Background: an optimization exercise with open tools, aiming at small area and a short achievable clock period. Do not read the settings as production practice. Function was checked by simulation only, so behaviour that the tests miss may differ from the original.

== north ==
Design MAC_25, start of the top module:
module MAC_25(
    input         sys_clk,
    input         sys_en,
    input         rst_n,
    input  [7:0]  data_in_a,
    input         sign_data_in_a,
    input  [7:0]  data_in_b,
    output [15:0] mul_output,
    output [24:0] mac_output
);
Settings: LEC_CHECK=0, CAP_MARGIN=20, CORE_MARGIN=2, CORE_UTILIZATION=40, SETUP_SLACK_MARGIN=3, SLEW_MARGIN=20; clock period 12.0 ns.
standard.sh (not shown) runs the stock make flow with config.mk's settings and CLKGATE_MAP_FILE= SYNTH_SCRIPT=/design/flow/synth_recipe.tcl, a recipe that flattens the netlist after the stock synthesis.
==> flow/flow/run.sh <==
#!/bin/bash
set -euo pipefail
bash standard.sh "BUFFER_PORTS_ARGS=-buffer_cell sky130_fd_sc_hd__buf_1" finish > standard.log 2>&1
The following lists how south was set up differently from north:
- ABC_AREA newly set to 1
- SETUP_SLACK_MARGIN changed from 3 to 2.5
==> flow/flow/run.sh <==
#!/bin/bash
set -euo pipefail
sed 's/yosys synth -nofsm -noshare/yosys synth -nofsm -noshare -noabc/' synth_recipe.tcl > my_synth.tcl
bash standard.sh "SYNTH_SCRIPT=$PWD/my_synth.tcl" "BUFFER_PORTS_ARGS=-buffer_cell sky130_fd_sc_hd__buf_1" finish > standard.log 2>&1
==> comparison <==
In the flow results for north and south, the proportion of cell area spent on the clock network is smaller on north.
Wire length, north and south: smaller value in south
Taking north as the reference, in south global-route usage +0.32 points, worst setup slack lost 0.16 ns.
From north to south the numbers moved as follows: via count picked up an extra 231.
Taking north as the reference, in south die area essentially unchanged; diode insertion count for antenna repair essentially unchanged; first-iteration DRC count increased 63%; portion of netlist area occupied by mux cells decreased 0.81 points.

Setup of v36:
Starting RTL as in the previous note.
export LEC_CHECK = 0
export CAP_MARGIN = 20
export CORE_MARGIN = 2
export CORE_UTILIZATION = 40
export CTS_BUF_LIST = sky130_fd_sc_hd__clkbuf_8
export SETUP_SLACK_MARGIN = 2.5
export SLEW_MARGIN = 20
create_clock -name core_clock -period 12.0 [get_ports {sys_clk}]
==> flow/flow/run.sh <==
#!/bin/bash
set -euo pipefail
sed 's/yosys synth -nofsm -noshare/yosys synth -nofsm -noshare -noabc/' synth_recipe.tcl > my_synth.tcl
bash standard.sh "SYNTH_SCRIPT=$PWD/my_synth.tcl" "BUFFER_PORTS_ARGS=-buffer_cell sky130_fd_sc_hd__buf_1" finish > standard.log 2>&1
--- input diff v36..v28 ---
==> flow/flow/run.sh <==
#!/bin/bash
set -euo pipefail
sed 's/yosys synth -nofsm -noshare/yosys synth -nofsm -noshare -noabc/' synth_recipe.tcl > my_synth.tcl
DU="sky130_fd_sc_hd__probe_p_8 sky130_fd_sc_hd__probec_p_8 sky130_fd_sc_hd__lpflow_bleeder_1 sky130_fd_sc_hd__lpflow_clkbufkapwr_1 sky130_fd_sc_hd__lpflow_clkbufkapwr_16 sky130_fd_sc_hd__lpflow_clkbufkapwr_2 sky130_fd_sc_hd__lpflow_clkbufkapwr_4 sky130_fd_sc_hd__lpflow_clkbufkapwr_8 sky130_fd_sc_hd__lpflow_clkinvkapwr_1 sky130_fd_sc_hd__lpflow_clkinvkapwr_16 sky130_fd_sc_hd__lpflow_clkinvkapwr_2 sky130_fd_sc_hd__lpflow_clkinvkapwr_4 sky130_fd_sc_hd__lpflow_clkinvkapwr_8 sky130_fd_sc_hd__lpflow_decapkapwr_12 sky130_fd_sc_hd__lpflow_decapkapwr_3 sky130_fd_sc_hd__lpflow_decapkapwr_4 sky130_fd_sc_hd__lpflow_decapkapwr_6 sky130_fd_sc_hd__lpflow_decapkapwr_8 sky130_fd_sc_hd__lpflow_inputiso0n_1 sky130_fd_sc_hd__lpflow_inputiso0p_1 sky130_fd_sc_hd__lpflow_inputiso1n_1 sky130_fd_sc_hd__lpflow_inputiso1p_1 sky130_fd_sc_hd__lpflow_inputisolatch_1 sky130_fd_sc_hd__lpflow_isobufsrc_1 sky130_fd_sc_hd__lpflow_isobufsrc_16 sky130_fd_sc_hd__lpflow_isobufsrc_2 sky130_fd_sc_hd__lpflow_isobufsrc_4 sky130_fd_sc_hd__lpflow_isobufsrc_8 sky130_fd_sc_hd__lpflow_isobufsrckapwr_16 sky130_fd_sc_hd__lpflow_lsbuf_lh_hl_isowell_tap_1 sky130_fd_sc_hd__lpflow_lsbuf_lh_hl_isowell_tap_2 sky130_fd_sc_hd__lpflow_lsbuf_lh_hl_isowell_tap_4 sky130_fd_sc_hd__lpflow_lsbuf_lh_isowell_4 sky130_fd_sc_hd__lpflow_lsbuf_lh_isowell_tap_1 sky130_fd_sc_hd__lpflow_lsbuf_lh_isowell_tap_2 sky130_fd_sc_hd__lpflow_lsbuf_lh_isowell_tap_4 sky130_fd_sc_hd__ha_1 sky130_fd_sc_hd__ha_2 sky130_fd_sc_hd__ha_4"
bash standard.sh "SYNTH_SCRIPT=$PWD/my_synth.tcl" "DONT_USE_CELLS=$DU" "BUFFER_PORTS_ARGS=-buffer_cell sky130_fd_sc_hd__buf_1" finish > standard.log 2>&1
--- a/flow/config.mk
+++ b/flow/config.mk
@@ -9,5 +9,4 @@
 export CORE_MARGIN = 2
 export CORE_UTILIZATION = 40
-export CTS_BUF_LIST = sky130_fd_sc_hd__clkbuf_8
-export SETUP_SLACK_MARGIN = 2.5
+export SETUP_SLACK_MARGIN = 3
 export SLEW_MARGIN = 20
Notes after the runs:
v36 → v28: design area now larger, die area now larger, final hold violation count comparable, wire length of the first global-routing pass now larger. Delta (v28 minus v36): number of gates on the worst path with buffers counted saw an increase.
The following lists how v4 was set up differently from v28:
==> flow/flow/run.sh <==
#!/bin/bash
set -euo pipefail
sed 's/yosys synth -nofsm -noshare/yosys synth -nofsm -noshare -noabc/' synth_recipe.tcl > my_synth.tcl
bash standard.sh "SYNTH_SCRIPT=$PWD/my_synth.tcl" "BUFFER_PORTS_ARGS=-buffer_cell sky130_fd_sc_hd__buf_1" finish > standard.log 2>&1
--- a/flow/config.mk
+++ b/flow/config.mk
@@ -9,4 +9,7 @@
 export CORE_MARGIN = 2
 export CORE_UTILIZATION = 40
-export SETUP_SLACK_MARGIN = 3
+export CTS_BUF_LIST = sky130_fd_sc_hd__clkbuf_16
+export CTS_CLUSTER_DIAMETER = 200
+export CTS_CLUSTER_SIZE = 30
+export SETUP_SLACK_MARGIN = 2.5
 export SLEW_MARGIN = 20
==> comparison <==
- v4 contains fewer vias than v28.
- Looking at largest net degree at the start of global routing across v4 and v28, the one that comes out lower is v4.
- Between v4 and v28, the tightest slew margin relative to the limit is lower for v28.
- Time the worst path needs with I/O delays and setup delta for v4 relative to v28: 0.18 ns higher
- Per the comparison of v4 with v28, share of the core filled with cells in the final layout has decreased; fmax has decreased; count of non-CTS buffers in the layout has decreased; worst hold slack has decreased; first-pass GRT wire length has decreased.
- v28 ended up with more cell instances than v4 did.
Here is what was changed in the inputs of v59 compared with v4.
--- a/flow/config.mk
+++ b/flow/config.mk
@@ -9,7 +9,4 @@
 export CORE_MARGIN = 2
 export CORE_UTILIZATION = 40
-export CTS_BUF_LIST = sky130_fd_sc_hd__clkbuf_16
-export CTS_CLUSTER_DIAMETER = 200
-export CTS_CLUSTER_SIZE = 30
-export SETUP_SLACK_MARGIN = 2.5
+export SETUP_SLACK_MARGIN = 3.5
 export SLEW_MARGIN = 20
## What came out
Summary of v59 over v4: met1 track demand over resource in global routing +1.1 points, portion of the clock cycle consumed by the worst path in the final layout -4.1 points, largest fanout of any net on the critical path ~0 delta. Re clock buffer and inverter area fraction after layout: v4 and v59 aren't equal, and the higher value belongs to v4. Layout overhead on the synthesized area delta for v59 relative to v4: 16 points higher. v59: wire length of the first global-routing pass is 10% higher than what v4 reported. Per the comparison of v59 with v4, number of non-clock buffers in the layout went up about 47%. v59 against v4; routed wire length is up by more than 10%. Compared with v4, v59 shows a lower final period demand of the worst path.
Input changes introduced in v12 (baseline for comparison: v59):
--- a/flow/config.mk
+++ b/flow/config.mk
@@ -9,4 +9,4 @@
 export CORE_MARGIN = 2
 export CORE_UTILIZATION = 40
-export SETUP_SLACK_MARGIN = 3.5
+export SETUP_SLACK_MARGIN = 2.8
 export SLEW_MARGIN = 20
Notes after the runs:
v12 finished all stages; the layout is clean. Cmp v12 vs v59: net count reported at finish lower in v12. Share of the clock period used by the worst path after layout (lower): v59. Per the comparison of v12 with v59, first-pass GRT wire length has decreased; transition at the pin with the smallest max-transition slack has decreased; clock network area share barely changed.

## afterwards: timing with drivers on the ports
The flow's constraints put no driver on any port. The routed layouts listed below were extracted and timed again, unchanged, in two steps.
Step 1 (the two cells are an assumption about what drives the block):
set clk [get_ports {sys_clk}]
set_driving_cell -lib_cell sky130_fd_sc_hd__clkbuf_16 $clk
set_driving_cell -lib_cell sky130_fd_sc_hd__buf_2 [delete_from_list [all_inputs] $clk]
Step 2 also shifts input and output timing later by t, the mid clock arrival at the registers, as if the neighbouring blocks saw the same clock.
Slacks: ideal ports / drivers / drivers and shift; pairs: ideal ports / drivers.
| run | t, ns | setup WS [ns] | worst setup path at the end | worst slew at a driven data input, ns |
|---|---|---|---|---|
| north | 0.285 | 3.129 / 3.070 / 2.939 | input to register | 0.08 |
| south | 0.294 | 2.965 / 2.944 / 2.944 | input to output | 0.03 |
| v36 | 0.295 | 2.755 / 2.729 / 2.622 | input to register | 0.04 |
| v28 | 0.298 | 2.925 / 2.834 / 2.834 | input to output | 0.11 |
| v4 | 0.289 | 2.747 / 2.722 / 2.610 | input to register | 0.04 |
| v59 | 0.301 | 3.239 / 3.179 / 3.024 | input to register | 0.08 |
| v12 | 0.296 | 2.931 / 2.904 / 2.802 | input to register | 0.04 |
After both steps every run listed still meets setup and hold. The setup slack of v59, which loses most, moves by -0.060 ns with the drivers and by -0.215 ns with both steps.
